Context: an optimization exercise on an open-source flow, tuned for small area, a short achievable clock period and few clock cycles. The choices shown serve that exercise and are no tape-out recipe. Where RTL was checked, it was by simulation tests only, not by an equivalence proof against the original.

## run B
==> flow/design.v <==
module AtanROM #(parameter DW = 16)(
	input         [3:0]    hi,
	input         [3:0]    lo,
	output        [DW-1:0] AtanValue);
	function [15:0] atan(input integer k);    
		case (k)
			0:  atan = 16'h1dac;  1:  atan = 16'h0fae;
			2:  atan = 16'h07f5;  3:  atan = 16'h03ff;
			4:  atan = 16'h0200;  5:  atan = 16'h0100;
			6:  atan = 16'h0080;  7:  atan = 16'h0040;
			8:  atan = 16'h0020;  9:  atan = 16'h0010;
			10: atan = 16'h0008;  11: atan = 16'h0004;
			12: atan = 16'h0002;  default: atan = 16'h0001;
		endcase
	endfunction
	reg [15:0] v;
	integer h, l;
	always @ (*) begin
		v = 16'h0000;
		for (h = 0; h < 4; h = h + 1)
			for (l = 0; l < 4; l = l + 1)
				if (4*h + l < 14)
					v = v | ({16{hi[h] & lo[l]}} & atan(4*h + l));
	end
	assign AtanValue = v;
endmodule
module Cordic #(parameter DW=16, AW=4)(
	input                  clk, rst, en,
	output                 done,
	input  signed [DW-1:0] z,
	output signed [DW-1:0] x,y);
	reg signed [15:0] X, Y;
	reg        [15:0] Z;
	reg        [3:0]  hx, lx;    
	reg        [3:0]  hy, ly;    
	reg        [3:0]  hz, lz;    
	reg               px, ny;    
	reg               busy, done_r;
	wire        [15:0] AtanValue;
	AtanROM #(.DW(16)) UUT (.hi(hz), .lo(lz), .AtanValue(AtanValue));
	wire        last  = hz[3] & lz[1];           
	wire        step  = busy & ~last;
	always @ (posedge clk, posedge rst)
		if (rst) begin
			busy   <= 1'b0;
			done_r <= 1'b0;
		end else begin
			busy   <= busy ? ~last : en;
			done_r <= busy & last;
		end
	always @ (posedge clk) begin
		lx <= step ? {lx[2:0], lx[3]} : 4'b0001;
		hx <= step ? (lx[3] ? {hx[2:0], hx[3]} : hx) : 4'b0001;
		ly <= step ? {ly[2:0], ly[3]} : 4'b0001;
		hy <= step ? (ly[3] ? {hy[2:0], hy[3]} : hy) : 4'b0001;
		lz <= step ? {lz[2:0], lz[3]} : 4'b0001;
		hz <= step ? (lz[3] ? {hz[2:0], hz[3]} : hz) : 4'b0001;
	end
	function [14:0] shr(input [14:0] a, input [3:0] h1, input [3:0] l1);
		reg [14:0] s;
		begin
			s =   ({15{l1[0]}} & a)
			    | ({15{l1[1]}} & {{1{a[14]}}, a[14:1]})
			    | ({15{l1[2]}} & {{2{a[14]}}, a[14:2]})
			    | ({15{l1[3]}} & {{3{a[14]}}, a[14:3]});
			shr = ({15{h1[0]}} & s)
			    | ({15{h1[1]}} & {{4{s[14]}}, s[14:4]})
			    | ({15{h1[2]}} & {{8{s[14]}}, s[14:8]})
			    | ({15{h1[3]}} & {{12{s[14]}}, s[14:12]});
		end
	endfunction
	function [15:0] add16(input [15:0] a, input [15:0] b, input ci);
		reg [15:0] g, p, gg, pp;
		integer i, k;
		begin
			g = a & b;
			p = a ^ b;
			gg = g; pp = p;
			gg[0] = g[0] | (p[0] & ci);
			for (k = 1; k < 16; k = k * 2)
				for (i = 0; i < 16; i = i + 1)
					if (i & k) begin
						gg[i] = gg[i] | (pp[i] & gg[(i & ~(k - 1)) - 1]);
						pp[i] = pp[i] & pp[(i & ~(k - 1)) - 1];
					end
			add16 = p ^ {gg[14:0], ci};
		end
	endfunction
	wire               first = hz[0] & lz[0];       
	wire               pz  = ~Z[15];
	wire        [15:0] yc  = Y ^ {16{px}};
	wire        [15:0] xc  = X ^ {16{ny}};
	wire        [14:0] ysh = shr(yc[15:1], hx, lx);
	wire        [14:0] xsh = shr(xc[15:1], hy, ly);
	wire        [15:0] xi  = add16(X, {ysh[14], ysh}, px);
	wire        [15:0] yi  = add16(Y, {xsh[14], xsh}, ny);
	reg         [15:0] k01;
	always @ (*)
		case ({Z[15], px})
			2'b01:   k01 = 16'h0000 - 16'h3244 - 16'h1dac;
			2'b00:   k01 = 16'h0000 - 16'h3244 + 16'h1dac;
			2'b11:   k01 = 16'h3244 - 16'h1dac;
			default: k01 = 16'h3244 + 16'h1dac;
		endcase
	wire        [15:0] zb  = first ? k01 : AtanValue ^ {16{pz}};
	wire        [15:0] zi  = add16(Z, zb, pz & ~first);
	wire               p1  = z[15] ? (z >= 16'hcdbc) : (z >= 16'h3244);
	wire        [15:0] zn  = busy ? zi : z;
	always @ (posedge clk) begin
		X  <= busy ? xi : 16'h26dd;
		Y  <= busy ? yi : (z[15] ? 16'hd923 : 16'h26dd);
		Z  <= zn;
		px <= busy ? ~zi[15] : p1;
		ny <= busy ? zi[15] : ~p1;
	end
	assign done = done_r;
	assign x = X;
	assign y = Y;
endmodule
Settings: LEC_CHECK=0, ABC_AREA=1, CAP_MARGIN=20, CORE_MARGIN=2, CORE_UTILIZATION=40, SETUP_SLACK_MARGIN=5, SLEW_MARGIN=20; clock period 8.0 ns.
standard.sh (not shown) runs the stock make flow with config.mk's settings and CLKGATE_MAP_FILE= SYNTH_SCRIPT=/design/flow/synth_recipe.tcl, a recipe that flattens the netlist after the stock synthesis.
==> flow/flow/run.sh <==
#!/bin/bash
# The standard layout with two changes: adders are left to abc as plain
# gates (no full/half adder cells, ADDER_MAP_FILE empty), and the ports are
# buffered by the smallest buffer instead of the delay cell buffer_ports
# picks by default. Synthesis is otherwise the standard one (synth_recipe.tcl:
# no fsm or share pass, flattened, function nets renamed), so the registers
# and their names are the standard synthesis's. The whole output goes to
# flow.log here; each ORFS step also keeps its own log under orfs/logs/.
set -euo pipefail
export ADDER_MAP_FILE=
export BUFFER_PORTS_ARGS="-buffer_cell sky130_fd_sc_hd__buf_1"
bash standard.sh finish > flow.log 2>&1
Run B completed end to end with timing, DRC and antenna clean.
Testbench counts of run B, summed over its fixed seeds: cycles 48,000.
diff inputs: run B => run D
-- flow/design.v --
<<< run B, line 32
	reg signed [15:0] X, Y;
	reg        [15:0] Z;
	reg        [3:0]  hx, lx;    
	reg        [3:0]  hy, ly;    
	reg        [3:0]  hz, lz;    
	reg               px, ny;    
>>> run D, line 32
	reg signed [15:0] X, Y;
	reg        [15:0] Z;
	reg        [3:0]  hz, lz;    
	reg               px, ny;    
<<< run B, line 50
		end
	always @ (posedge clk) begin
		lx <= step ? {lx[2:0], lx[3]} : 4'b0001;
		hx <= step ? (lx[3] ? {hx[2:0], hx[3]} : hx) : 4'b0001;
		ly <= step ? {ly[2:0], ly[3]} : 4'b0001;
		hy <= step ? (ly[3] ? {hy[2:0], hy[3]} : hy) : 4'b0001;
		lz <= step ? {lz[2:0], lz[3]} : 4'b0001;
		hz <= step ? (lz[3] ? {hz[2:0], hz[3]} : hz) : 4'b0001;
>>> run D, line 48
		end
	always @ (posedge clk) begin
		lz <= step ? {lz[2:0], lz[3]} : 4'b0001;
		hz <= step ? (lz[3] ? {hz[2:0], hz[3]} : hz) : 4'b0001;
<<< run B, line 91
	wire        [15:0] yc  = Y ^ {16{px}};
	wire        [15:0] xc  = X ^ {16{ny}};
	wire        [14:0] ysh = shr(yc[15:1], hx, lx);
	wire        [14:0] xsh = shr(xc[15:1], hy, ly);
	wire        [15:0] xi  = add16(X, {ysh[14], ysh}, px);
	wire        [15:0] yi  = add16(Y, {xsh[14], xsh}, ny);
>>> run D, line 85
	wire        [15:0] yc  = Y ^ {16{px}};
	wire        [15:0] xc  = X ^ {16{ny}};
	wire        [14:0] ysh = shr(yc[15:1], hz, lz);
	wire        [14:0] xsh = shr(xc[15:1], hz, lz);
	wire        [15:0] xi  = add16(X, {ysh[14], ysh}, px);
	wire        [15:0] yi  = add16(Y, {xsh[14], xsh}, ny);
<<< run B, line 105
	wire        [15:0] zb  = first ? k01 : AtanValue ^ {16{pz}};
	wire        [15:0] zi  = add16(Z, zb, pz & ~first);
	wire               p1  = z[15] ? (z >= 16'hcdbc) : (z >= 16'h3244);
	wire        [15:0] zn  = busy ? zi : z;
	always @ (posedge clk) begin
>>> run D, line 99
	wire        [15:0] zb  = first ? k01 : AtanValue ^ {16{pz}};
	wire        [15:0] zi  = add16(Z, zb, pz & ~first);
	wire               p1  = z[15] ? ($signed(z) >= -16'sh3244) : ($signed(z) >= 16'sh3244);
	wire        [15:0] zn  = busy ? zi : z;
	always @ (posedge clk) begin
Findings:
- Per the comparison of run D with run B, synthesis-to-finish area growth has increased; share of the cycle needed by the critical path after routing has remained practically unchanged; clock-buffer cell count has increased; number of rows in the core area has decreased; final HPWL from detailed placement has decreased.
- Wire length of the first global-routing pass of run D falls short of that of run B by a few percent.
- Going from run B to run D, register bit total from synthesis shrank by more than 10%.
- Run D vs run B — final routed wirelength across all metal layers dropped 240 um.
- Of run B and run D, the run reporting the higher simple-gate share of the synthesized area was run D.
- In the final reports, the cell area of run D is smaller than that of run B.
The RTL of run D was laid out without a check of its function.

========
Cordic, a different RTL version from the one above (not shown whole).
Size: about 6200 um^2 of cells after synthesis.
==> module Cordic, before the edit <==
module Cordic #(parameter DW=16, AW=4)(
	input                  clk, rst, en,
	output                 done,
	input  signed [DW-1:0] z,
	output signed [DW-1:0] x,y);
	reg signed [15:0] X, Y;
	reg        [15:0] Z;
	reg        [3:0]  hi, lo;    
	reg               busy, done_r;
	wire        [15:0] AtanValue;
	AtanROM #(.DW(16)) UUT (.hi(hi), .lo(lo), .AtanValue(AtanValue));
	wire        last  = hi[3] & lo[1];           
	wire        step  = busy & ~last;
	always @ (posedge clk, posedge rst)
		if (rst) begin
			busy   <= 1'b0;
			done_r <= 1'b0;
		end else begin
			busy   <= busy ? ~last : en;
			done_r <= busy & last;
		end
	always @ (posedge clk) begin
		lo <= step ? {lo[2:0], lo[3]} : 4'b0001;
		hi <= step ? (lo[3] ? {hi[2:0], hi[3]} : hi) : 4'b0001;
	end
	function [14:0] shr(input [14:0] a, input [3:0] h1, input [3:0] l1);
		reg [14:0] s;
		begin
			s =   ({15{l1[0]}} & a)
			    | ({15{l1[1]}} & {{1{a[14]}}, a[14:1]})
			    | ({15{l1[2]}} & {{2{a[14]}}, a[14:2]})
			    | ({15{l1[3]}} & {{3{a[14]}}, a[14:3]});
			shr = ({15{h1[0]}} & s)
			    | ({15{h1[1]}} & {{4{s[14]}}, s[14:4]})
			    | ({15{h1[2]}} & {{8{s[14]}}, s[14:8]})
			    | ({15{h1[3]}} & {{12{s[14]}}, s[14:12]});
		end
	endfunction
	wire               pos = ~Z[15];
	wire        [15:0] yc  = Y ^ {16{pos}};
	wire        [15:0] xc  = X ^ {16{~pos}};
	wire        [14:0] ysh = shr(yc[15:1], hi, lo);
	wire        [14:0] xsh = shr(xc[15:1], hi, lo);
	wire        [15:0] xi  = X + {ysh[14], ysh} + {15'd0, pos};
	wire        [15:0] yi  = Y + {xsh[14], xsh} + {15'd0, ~pos};
	wire        [15:0] zi  = Z + (AtanValue ^ {16{pos}}) + {15'd0, pos};
	wire        [15:0] z0  = z[15] ? z + 16'h3244 : z - 16'h3244;
	always @ (posedge clk) begin
		X <= busy ? xi : 16'h26dd;
		Y <= busy ? yi : (z[15] ? 16'hd923 : 16'h26dd);
		Z <= busy ? zi : z0;
	end
	assign done = done_r;
	assign x = X;
	assign y = Y;
endmodule
clock: 8.0 ns
lec_check: 0
abc_area: 1
cap_margin: 20
core_margin: 2
core_utilization: 40
setup_slack_margin: 4
slew_margin: 20
run.sh (not shown) runs the stock make flow with config.mk's settings and CLKGATE_MAP_FILE= SYNTH_SCRIPT=/design/flow/synth_recipe.tcl, a recipe that flattens the netlist after the stock synthesis.
Stock flow here: none of the scripts above is used.
Next try:
--- a/flow/design.v
+++ b/flow/design.v
@@ -31,11 +31,14 @@
 	output signed [DW-1:0] x,y);
 	reg signed [15:0] X, Y;
 	reg        [15:0] Z;
-	reg        [3:0]  hi, lo;    
+	reg        [3:0]  hx, lx;    
+	reg        [3:0]  hy, ly;    
+	reg        [3:0]  hz, lz;    
+	reg               px, py;    
 	reg               busy, done_r;
 	wire        [15:0] AtanValue;
-	AtanROM #(.DW(16)) UUT (.hi(hi), .lo(lo), .AtanValue(AtanValue));
-	wire        last  = hi[3] & lo[1];           
+	AtanROM #(.DW(16)) UUT (.hi(hz), .lo(lz), .AtanValue(AtanValue));
+	wire        last  = hz[3] & lz[1];           
 	wire        step  = busy & ~last;
 	always @ (posedge clk, posedge rst)
 		if (rst) begin
@@ -46,8 +49,12 @@
 			done_r <= busy & last;
 		end
 	always @ (posedge clk) begin
-		lo <= step ? {lo[2:0], lo[3]} : 4'b0001;
-		hi <= step ? (lo[3] ? {hi[2:0], hi[3]} : hi) : 4'b0001;
+		lx <= step ? {lx[2:0], lx[3]} : 4'b0001;
+		hx <= step ? (lx[3] ? {hx[2:0], hx[3]} : hx) : 4'b0001;
+		ly <= step ? {ly[2:0], ly[3]} : 4'b0001;
+		hy <= step ? (ly[3] ? {hy[2:0], hy[3]} : hy) : 4'b0001;
+		lz <= step ? {lz[2:0], lz[3]} : 4'b0001;
+		hz <= step ? (lz[3] ? {hz[2:0], hz[3]} : hz) : 4'b0001;
 	end
 	function [14:0] shr(input [14:0] a, input [3:0] h1, input [3:0] l1);
 		reg [14:0] s;
@@ -62,19 +69,39 @@
 			    | ({15{h1[3]}} & {{12{s[14]}}, s[14:12]});
 		end
 	endfunction
-	wire               pos = ~Z[15];
-	wire        [15:0] yc  = Y ^ {16{pos}};
-	wire        [15:0] xc  = X ^ {16{~pos}};
-	wire        [14:0] ysh = shr(yc[15:1], hi, lo);
-	wire        [14:0] xsh = shr(xc[15:1], hi, lo);
-	wire        [15:0] xi  = X + {ysh[14], ysh} + {15'd0, pos};
-	wire        [15:0] yi  = Y + {xsh[14], xsh} + {15'd0, ~pos};
-	wire        [15:0] zi  = Z + (AtanValue ^ {16{pos}}) + {15'd0, pos};
+	function [15:0] add16(input [15:0] a, input [15:0] b, input ci);
+		reg [15:0] g, p, gg, pp;
+		integer i, k;
+		begin
+			g = a & b;
+			p = a ^ b;
+			gg = g; pp = p;
+			gg[0] = g[0] | (p[0] & ci);
+			for (k = 1; k < 16; k = k * 2)
+				for (i = 0; i < 16; i = i + 1)
+					if (i & k) begin
+						gg[i] = gg[i] | (pp[i] & gg[(i & ~(k - 1)) - 1]);
+						pp[i] = pp[i] & pp[(i & ~(k - 1)) - 1];
+					end
+			add16 = p ^ {gg[14:0], ci};
+		end
+	endfunction
+	wire               pz  = ~Z[15];
+	wire        [15:0] yc  = Y ^ {16{px}};
+	wire        [15:0] xc  = X ^ {16{~py}};
+	wire        [14:0] ysh = shr(yc[15:1], hx, lx);
+	wire        [14:0] xsh = shr(xc[15:1], hy, ly);
+	wire        [15:0] xi  = add16(X, {ysh[14], ysh}, px);
+	wire        [15:0] yi  = add16(Y, {xsh[14], xsh}, ~py);
+	wire        [15:0] zi  = add16(Z, AtanValue ^ {16{pz}}, pz);
 	wire        [15:0] z0  = z[15] ? z + 16'h3244 : z - 16'h3244;
+	wire        [15:0] zn  = busy ? zi : z0;
 	always @ (posedge clk) begin
-		X <= busy ? xi : 16'h26dd;
-		Y <= busy ? yi : (z[15] ? 16'hd923 : 16'h26dd);
-		Z <= busy ? zi : z0;
+		X  <= busy ? xi : 16'h26dd;
+		Y  <= busy ? yi : (z[15] ? 16'hd923 : 16'h26dd);
+		Z  <= zn;
+		px <= ~zn[15];
+		py <= ~zn[15];
 	end
 	assign done = done_r;
 	assign x = X;
Outcome: Final cell count is higher by 5.3%. Core utilization is lower by 1.3 points. Global-route usage is lower by 2.5 points. Area after synthesis is higher by 7.7%.
No run of this note included a check of the RTL's function; only the layout flow was run.

## re-timing with driven ports
How much do the figures lean on ideal ports? The routed layouts below were timed once more, with nothing changed but the port constraints.
Step 1, drivers: a clkbuf_16 drives clk and a buf_2 each remaining input, both assumed.
Step 2 also shifts input and output timing later by t, the mid clock arrival at the registers, as if the neighbouring blocks saw the same clock.
Slacks: no drivers / after step 1 / after step 2; pairs: no drivers / after step 1.
run	t (ns)	setup WS [ns]	worst register clock-pin slew, ns	worst slew at a driven data input, ns
run B	0.388	5.257 / 5.257 / 5.065	0.07 / 0.07	0.03
run D	0.388	5.259 / 5.259 / 5.091	0.06 / 0.06	0.04
the first run of note 2	0.383	4.362 / 4.362 / 4.052	0.06 / 0.06	0.04
the second run of note 2	0.387	4.380 / 4.380 / 4.221	0.07 / 0.07	0.04
After both steps every run listed still meets setup and hold. For the first run of note 2, which loses most, drivers alone change the setup slack by 0.000 ns; drivers and shift together by -0.310 ns.
